This is an optimization exercise on Yosys and OpenROAD, whose aim is small area, a short achievable clock period and few clock cycles per item, not a production implementation.
Where RTL was checked, it was by simulation tests only, not by an equivalence proof against the original.

==> flow/design.v (excerpt) <==
module tiny_encryption_algorithm(
    input              clk,         
    input              rst_n,       
    input              key_valid,   
    input              ptxt_valid,  
    input      [63:0]  ptxt,        
    input      [127:0] key,         
    output     [63:0]  ctxt,        
    output reg         ctxt_ready   
);
Size: roughly 230 flip-flops, about 260 I/O pins, roughly 15000 um^2 of cells after synthesis.
Settings: LEC_CHECK=0, ABC_AREA=1, CAP_MARGIN=20, CORE_MARGIN=2, CORE_UTILIZATION=60, PLACE_DENSITY=0.75, SETUP_SLACK_MARGIN=5, SLEW_MARGIN=20; clock period 9.5 ns.
standard.sh (not shown) runs the stock make flow with config.mk's settings and CLKGATE_MAP_FILE= SYNTH_SCRIPT=/design/flow/synth_recipe.tcl, a recipe that flattens the netlist after the stock synthesis.
==> flow/flow/run.sh <==
#!/bin/bash
set -euo pipefail
bash standard.sh "BUFFER_PORTS_ARGS=-buffer_cell sky130_fd_sc_hd__buf_1" finish > standard_flow.log 2>&1
Rerun with:
==> flow/run.sh (new file) <==
#!/bin/bash
# synth_recipe.tcl (not shown) runs the flow's synth.tcl, then flattens the netlist and writes it again
# the make line also repeats each setting of config.mk as NAME=value (left out here)
make -C /OpenROAD-flow-scripts/flow DESIGN_CONFIG=/design/flow/config.mk WORK_HOME=/design/flow/orfs CLKGATE_MAP_FILE= SYNTH_SCRIPT=/design/flow/synth_recipe.tcl finish
- CORE_UTILIZATION: 60 -> 40
- PLACE_DENSITY: 0.75 -> unset
removed: flow/flow/run.sh
removed: flow/standard.sh
Result:
- non-clock buffer count is higher by 15
- wire length climbs by 10%
- cell area climbs by about 13%
Rerun with:
==> flow/flow/run.sh (new file) <==
#!/bin/bash
set -euo pipefail
bash standard.sh "BUFFER_PORTS_ARGS=-buffer_cell sky130_fd_sc_hd__buf_1" finish > standard_flow.log 2>&1
==> flow/standard.sh (new file) <==
#!/bin/bash
# synth_recipe.tcl (not shown) runs the flow's synth.tcl, then flattens the netlist and writes it again
# the make line also repeats each setting of config.mk as NAME=value (left out here)
make -C /OpenROAD-flow-scripts/flow DESIGN_CONFIG=/design/flow/config.mk WORK_HOME=/design/flow/orfs CLKGATE_MAP_FILE= SYNTH_SCRIPT=/design/flow/synth_recipe.tcl "${@:-finish}"
- CTS_BUF_LIST: unset -> sky130_fd_sc_hd__clkbuf_4 sky130_fd_sc_hd__clkbuf_8
removed: flow/run.sh
Result:
- design area decreases by 9.7%
- register-to-register slack improved by 100 ps
- wire length stays flat
- first-iteration DRC count decreases by 6.9%
- core utilization decreases by 5.2 points
- fmax increases by about 2.4%
- worst setup slack improved by 100 ps
- die area is unchanged
- flip-flop and latch count does not change
- non-clock buffer count decreases by 10
No run of this note included a check of the RTL's function; only the layout flow was run.

---

Another version of the RTL of tiny_encryption_algorithm (not shown whole).
For scale: ~2,000 cells after synthesis, roughly 230 flip-flops, roughly 260 I/O pins, roughly 15,000 sq um of cells after synthesis.
Settings: LEC_CHECK=0, ABC_AREA=1, CAP_MARGIN=20, CORE_MARGIN=2, CORE_UTILIZATION=40, CTS_BUF_LIST=sky130_fd_sc_hd__clkbuf_8, CTS_CLUSTER_DIAMETER=60, CTS_CLUSTER_SIZE=12, SETUP_SLACK_MARGIN=5, SLEW_MARGIN=20; clock period 9.5 ns.
==> flow/flow/run.sh <==
#!/bin/bash
set -euo pipefail
args=()
while IFS= read -r line; do
  [[ -z "$line" || "$line" == \#* ]] && continue
  args+=("$line")
done < flow/make_vars.txt
bash standard.sh "${args[@]}" finish > standard_flow.log 2>&1
==> flow/flow/make_vars.txt <==
BUFFER_PORTS_ARGS=-buffer_cell sky130_fd_sc_hd__buf_1
CTS_ARGS=-sink_clustering_enable -repair_clock_nets -sink_clustering_size 12 -sink_clustering_max_diameter 60 -buf_list sky130_fd_sc_hd__clkbuf_8 -dont_use_dummy_load
SETUP_SLACK_MARGIN=5.25
The baseline completed with no timing, DRC or antenna violations.
Testbench counts at the start, summed over its fixed seeds: cycles 33,280, items 512.
Change:
==> flow/flow/make_vars.txt (replaced) <==
BUFFER_PORTS_ARGS=-buffer_cell sky130_fd_sc_hd__buf_1
CTS_ARGS=-sink_clustering_enable -repair_clock_nets -sink_clustering_size 16 -sink_clustering_max_diameter 70 -buf_list sky130_fd_sc_hd__clkbuf_8 -dont_use_dummy_load
SETUP_SLACK_MARGIN=5.5
=>
- synthesized cell count is unchanged
- critical path depth shrinks by 5
- final cell count grows by about 0.9%
- via count goes up by about 0.8%
- design area rises by about 1%
- worst setup slack gets better by 45 ps
- hold slack degrades by 15 ps

---

The RTL this note starts from:
==> flow/design.v <==
module tiny_encryption_algorithm(
    input              clk,         
    input              rst_n,       
    input              key_valid,   
    input              ptxt_valid,  
    input      [63:0]  ptxt,        
    input      [127:0] key,         
    output     [63:0]  ctxt,        
    output reg         ctxt_ready   
);
localparam [31:0] DELTA   = 32'h9e3779b9;
localparam [31:0] SUM_END = 32'hc6ef3720;  
reg         busy;
reg         idle;    
reg         phase;   
reg [31:0]  sum;
reg [31:0]  a, b;
reg [127:0] k;
wire start = key_valid & ptxt_valid & ~busy;
wire last  = phase & (sum == SUM_END);
wire busy_next = busy ? ~last : start;
function automatic [31:0] add32(input [31:0] x, input [31:0] y);
    reg [31:0] p, g, c;
    reg [31:0] g2, p2;    
    reg [15:0] gg, pp;    
    integer l, i, j;
    begin
        p = x ^ y; g = x & y;
        g2[0] = g[0]; p2[0] = p[0];
        for (i = 1; i < 32; i = i + 1) begin
            g2[i] = g[i] | (p[i] & g[i-1]);
            p2[i] = p[i] & p[i-1];
        end
        for (i = 0; i < 16; i = i + 1) begin
            gg[i] = g2[2*i+1]; pp[i] = p2[2*i+1];
        end
        for (l = 0; l < 4; l = l + 1)
            for (i = 15; i >= 0; i = i - 1)
                if ((i >> l) & 1) begin
                    j = ((i >> l) << l) - 1;
                    gg[i] = gg[i] | (pp[i] & gg[j]);
                    pp[i] = pp[i] & pp[j];
                end
        c[0] = 1'b0;
        c[1] = g[0];
        for (i = 1; i < 16; i = i + 1) begin
            c[2*i] = gg[i-1];
            c[2*i+1] = g2[2*i] | (p2[2*i] & gg[i-1]);
        end
        add32 = p ^ c;
    end
endfunction
wire [31:0] f  = add32(b << 4, k[127:96]) ^ add32(b, sum) ^ add32(b >> 5, k[95:64]);
wire [31:0] op = ({32{busy}} & a) | ({32{idle}} & ptxt[31:0]);
wire [31:0] b_next = add32(op, f & {32{busy}});
always @(posedge clk or negedge rst_n) begin
    if (!rst_n) begin
        busy       <= 1'b0;
        ctxt_ready <= 1'b0;
    end else begin
        busy <= busy_next;
        if (busy & last) ctxt_ready <= 1'b1;
        else if (start) ctxt_ready <= 1'b0;
    end
end
always @(posedge clk) begin
    idle <= ~busy_next;
    k <= ({128{busy}} & {k[63:0], k[127:64]}) | ({128{idle}} & key);
    if (busy | start) begin
        a <= ({32{busy}} & b) | ({32{idle}} & ptxt[63:32]);
        b <= b_next;
    end
    if (busy) begin
        phase <= ~phase;
        if (phase) sum <= sum + DELTA;
    end else begin
        phase <= 1'b0;
        sum   <= DELTA;
    end
end
assign ctxt = {a, b};
endmodule
clock: 9.5 ns
lec_check: 0
abc_area: 1
cap_margin: 20
core_margin: 2
core_utilization: 40
cts_buf_list: sky130_fd_sc_hd__clkbuf_8
cts_cluster_diameter: 60
cts_cluster_size: 12
setup_slack_margin: 5
slew_margin: 20
==> flow/flow/make_vars.txt <==
BUFFER_PORTS_ARGS=-buffer_cell sky130_fd_sc_hd__buf_1
CTS_ARGS=-sink_clustering_enable -repair_clock_nets -sink_clustering_size 12 -sink_clustering_max_diameter 60 -buf_list sky130_fd_sc_hd__clkbuf_8 -dont_use_dummy_load
SETUP_SLACK_MARGIN=5.5
Scripts as last shown in full above: flow/flow/run.sh
Testbench counts at the start, summed over its fixed seeds: cycles 33,280, items 512.
Rerun with:
==> flow/flow/make_vars.txt (replaced) <==
BUFFER_PORTS_ARGS=-buffer_cell sky130_fd_sc_hd__buf_1
SETUP_SLACK_MARGIN = 4   (was 5)
Effect: The changed run went through all stages and came out clean; cell count went down slightly; synthesized area does not change; final area drops by a few percent; global-route usage is lower by 0.47 points; register-to-register slack gets worse by 0.71 ns; flip-flop and latch count is unchanged; worst setup slack got worse by 0.71 ns; critical path depth climbs by 4.
Rerun with:
GPL_ROUTABILITY_DRIVEN = 0   (was default)
SETUP_SLACK_MARGIN = 5   (was 4)
=> Core utilization came out higher by 1.5 points. Cell area came out higher by 3.3%. Critical path depth came out lower by 2. Wire length came out higher by 2.0%. Worst setup slack is better by 0.63 ns. Clock-buffer cell count stays the same. Synthesized cell count is unchanged. Non-clock buffer count came out higher by 37. Worst hold slack stays flat.
Rerun with:
==> flow/flow/make_vars.txt (replaced) <==
BUFFER_PORTS_ARGS=-buffer_cell sky130_fd_sc_hd__buf_1
CTS_ARGS=-sink_clustering_enable -repair_clock_nets -sink_clustering_size 12 -sink_clustering_max_diameter 60 -buf_list sky130_fd_sc_hd__clkbuf_8 -dont_use_dummy_load
GPL_ROUTABILITY_DRIVEN = default   (was 0)
Result: The changed run ran to the end with no violations. Via count stays flat. Critical path depth fell by 1. Non-clock buffer count rose by 2. Cell count fell slightly. Final area fell slightly. Worst hold slack is worse by 0.023 ns. Synthesized area is unchanged. Sequential cell count does not change. Wire length fell slightly.
Rerun with:
==> flow/flow/make_vars.txt (replaced) <==
BUFFER_PORTS_ARGS=-buffer_cell sky130_fd_sc_hd__buf_1
Sequential share of layout area goes down by 0.37 points; via count is about the same; die area stays the same; area after synthesis is unchanged; wire length goes up by 0.50%; first-iteration DRC count goes up by 5.0%; maximum frequency goes up by 0.87%; global-route usage barely changes; sequential cell count stays the same.

---

alpha:
tiny_encryption_algorithm, a different RTL version from the one above (not shown whole).
Size: about 2100 cells after synthesis, roughly 230 flip-flops, about 260 I/O pins.
Design tiny_encryption_algorithm, start of the top module:
module tiny_encryption_algorithm(
    input              clk,         
    input              rst_n,       
    input              key_valid,   
    input              ptxt_valid,  
    input      [63:0]  ptxt,        
    input      [127:0] key,         
    output     [63:0]  ctxt,        
    output reg         ctxt_ready   
);
localparam [31:0] DELTA   = 32'h9e3779b9;
localparam [31:0] SUM_END = 32'hc6ef3720;  
reg         busy;
reg         idle;    
reg         phase;   
reg [31:0]  sum;
reg [31:0]  a, b;
reg [127:0] k;
wire start = key_valid & ptxt_valid & ~busy;
wire last  = phase & (sum == SUM_END);
wire busy_next = busy ? ~last : start;
function automatic [31:0] add32(input [31:0] x, input [31:0] y);
    reg [31:0] p, g, c;
    reg [31:0] g2, p2;    
    reg [15:0] gg, pp;    
    integer l, i, j;
    begin
        p = x ^ y; g = x & y;
        g2[0] = g[0]; p2[0] = p[0];
        for (i = 1; i < 32; i = i + 1) begin
            g2[i] = g[i] | (p[i] & g[i-1]);
            p2[i] = p[i] & p[i-1];
        end
        for (i = 0; i < 16; i = i + 1) begin
            gg[i] = g2[2*i+1]; pp[i] = p2[2*i+1];
        end
        for (l = 0; l < 4; l = l + 1)
            for (i = 15; i >= 0; i = i - 1)
                if ((i >> l) & 1) begin
                    j = ((i >> l) << l) - 1;
                    gg[i] = gg[i] | (pp[i] & gg[j]);
                    pp[i] = pp[i] & pp[j];
                end
        c[0] = 1'b0;
        c[1] = g[0];
        for (i = 1; i < 16; i = i + 1) begin
            c[2*i] = gg[i-1];
            c[2*i+1] = g2[2*i] | (p2[2*i] & gg[i-1]);
        end
        add32 = p ^ c;
    end
endfunction
function automatic [31:0] cy32(input [31:0] x, input [31:0] y);
    reg [31:0] p, g, c;
    reg [31:0] g2, p2;    
    reg [15:0] gg, pp;    
    integer l, i, j;
    begin
        p = x ^ y; g = x & y;
        g2[0] = g[0]; p2[0] = p[0];
        for (i = 1; i < 32; i = i + 1) begin
            g2[i] = g[i] | (p[i] & g[i-1]);
            p2[i] = p[i] & p[i-1];
        end
        for (i = 0; i < 16; i = i + 1) begin
  ...
export LEC_CHECK = 0
export ABC_AREA = 1
export CAP_MARGIN = 20
export CORE_MARGIN = 2
export CORE_UTILIZATION = 40
export CTS_BUF_LIST = sky130_fd_sc_hd__clkbuf_8
export CTS_CLUSTER_DIAMETER = 60
export CTS_CLUSTER_SIZE = 12
export SETUP_SLACK_MARGIN = 5
export SLEW_MARGIN = 20
create_clock -name core_clock -period 9.5 [get_ports {clk}]
==> flow/flow/make_vars.txt <==
BUFFER_PORTS_ARGS=-buffer_cell sky130_fd_sc_hd__buf_1
CTS_ARGS=-sink_clustering_enable -repair_clock_nets -sink_clustering_size 12 -sink_clustering_max_diameter 60 -buf_list sky130_fd_sc_hd__clkbuf_8 -dont_use_dummy_load
SETUP_SLACK_MARGIN=6.0
Scripts as last shown in full above: flow/flow/run.sh
Testbench counts of alpha, summed over its fixed seeds: cycles 33,280, items 512.
Input-level comparison between beta and alpha:
==> flow/run.sh (new file) <==
#!/bin/bash
# synth_recipe.tcl (not shown) runs the flow's synth.tcl, then flattens the netlist and writes it again
# the make line also repeats each setting of config.mk as NAME=value (left out here)
make -C /OpenROAD-flow-scripts/flow DESIGN_CONFIG=/design/flow/config.mk WORK_HOME=/design/flow/orfs CLKGATE_MAP_FILE= SYNTH_SCRIPT=/design/flow/synth_recipe.tcl finish
removed: flow/flow/run.sh
removed: flow/flow/make_vars.txt
removed: flow/standard.sh
## What came out
In beta, count of cells resized by post-cts repair is lower than in alpha. Final hold violation count: alpha vs beta identical. In the tables for alpha and beta, final routed wire length divided by cell count reads lower with beta. beta has completed all stages; timing, DRC and antenna checks passed. Max non-clock buffer count across alpha and beta: alpha. Delay of the slowest critical-path stage: higher on beta.
Setup changes, beta to gamma
==> flow/flow/run.sh (new file) <==
#!/bin/bash
set -euo pipefail
args=()
while IFS= read -r line; do
  [[ -z "$line" || "$line" == \#* ]] && continue
  args+=("$line")
done < flow/make_vars.txt
bash standard.sh "${args[@]}" finish > standard_flow.log 2>&1
==> flow/flow/make_vars.txt (new file) <==
BUFFER_PORTS_ARGS=-buffer_cell sky130_fd_sc_hd__buf_1
CTS_ARGS=-sink_clustering_enable -repair_clock_nets -sink_clustering_size 12 -sink_clustering_max_diameter 60 -buf_list sky130_fd_sc_hd__clkbuf_8 -dont_use_dummy_load
==> flow/standard.sh (new file) <==
#!/bin/bash
# synth_recipe.tcl (not shown) runs the flow's synth.tcl, then flattens the netlist and writes it again
# the make line also repeats each setting of config.mk as NAME=value (left out here)
make -C /OpenROAD-flow-scripts/flow DESIGN_CONFIG=/design/flow/config.mk WORK_HOME=/design/flow/orfs CLKGATE_MAP_FILE= SYNTH_SCRIPT=/design/flow/synth_recipe.tcl "${@:-finish}"
removed: flow/run.sh
==> results.txt <==
gamma: full flow OK, the timing, DRC and antenna checks passed
Final critical-path required period was lower in gamma than in beta.
Cmp gamma vs beta: routed wire length lower in gamma
Uppermost layer routed = met5: beta; uppermost layer routed = met4: gamma
Going from beta to gamma, global-route wire length before repair shrank slightly.
Between gamma and beta, it is gamma whose share of the clock period used by the worst path after layout is lower, by 1.8 points.
Looking at via count across beta and gamma, the one that comes out lower is beta.
Going from beta to gamma, the post-layout instance area was found to have gone down by 9.1%.
Global-route usage over all layers, beta and gamma: larger value in beta
The least setup slack across all paths after layout number comes out lower for beta vs gamma.
The following lists how delta was set up differently from gamma:
==> flow/flow/make_vars.txt <==
BUFFER_PORTS_ARGS=-buffer_cell sky130_fd_sc_hd__buf_1
CTS_ARGS=-sink_clustering_enable -repair_clock_nets -sink_clustering_size 12 -sink_clustering_max_diameter 60 -buf_list sky130_fd_sc_hd__clkbuf_8 -dont_use_dummy_load
SETUP_SLACK_MARGIN=5.8
- gamma has lower setup slack after layout than delta.
- Comparing delta with gamma, the number of endpoints failing setup at the final stage came out essentially unchanged.
- Pin slew with the least headroom to its limit in delta is 24 ps below gamma.
- The run with more routed wire is delta, not gamma.

afterwards: timing with drivers on the ports:
The results above use ideal ports. As a check the final layouts listed here were re-extracted and re-timed, cells and wires unchanged.
Step 1 sets driving cells, clkbuf_16 on the clock port and buf_2 on the other inputs (assumed; they add their load-dependent delay and slew).
Step 2 also shifts input and output timing later by t, the mid clock arrival at the registers, as if the neighbouring blocks saw the same clock.
Slacks: ideal ports / drivers / drivers and shift; pairs: ideal ports / drivers.
| run | t, ns | setup WS [ns] | hold WS [ns] | cell pins on the clock port's net |
|---|---|---|---|---|
| the first run of note 1 | 0.571 | 5.104 / 5.104 / 5.092 | 0.420 / 0.420 / 0.420 | 1 |
| the second run of note 1 | 0.594 | 5.100 / 5.100 / 4.642 | 0.420 / 0.420 / 0.420 | 1 |
| the third run of note 1 | 0.628 | 5.201 / 5.201 / 4.993 | 0.418 / 0.418 / 0.418 | 1 |
| the first run of note 2 | 0.621 | 5.726 / 5.726 / 5.153 | 0.424 / 0.424 / 0.424 | 1 |
| the second run of note 2 | 0.613 | 5.771 / 5.787 / 5.174 | 0.410 / 0.410 / 0.410 | 1 |
| the first run of note 3 | 0.600 | 5.315 / 5.315 / 5.134 | 0.446 / 0.446 / 0.446 | 1 |
| the second run of note 3 | 0.643 | 4.606 / 4.606 / 4.606 | 0.449 / 0.449 / 0.449 | 1 |
| the third run of note 3 | 0.645 | 5.240 / 5.240 / 4.928 | 0.447 / 0.447 / 0.447 | 1 |
| the fourth run of note 3 | 0.620 | 5.203 / 5.203 / 4.897 | 0.424 / 0.424 / 0.424 | 1 |
| the fifth run of note 3 | 0.645 | 5.240 / 5.240 / 4.928 | 0.447 / 0.447 / 0.447 | 1 |
| alpha | 0.648 | 6.036 / 5.984 / 6.020 | 0.448 / 0.448 / 0.448 | 1 |
| beta | 0.661 | 5.610 / 5.561 / 5.697 | 0.451 / 0.451 / 0.451 | 1 |
| gamma | 0.625 | 5.783 / 5.783 / 5.783 | 0.417 / 0.417 / 0.417 | 1 |
| delta | 0.641 | 6.051 / 6.002 / 6.026 | 0.447 / 0.447 / 0.447 | 1 |
After both steps every run listed still meets setup and hold. For the second run of note 2, which loses most, drivers alone change the setup slack by +0.016 ns; drivers and shift together by -0.597 ns.
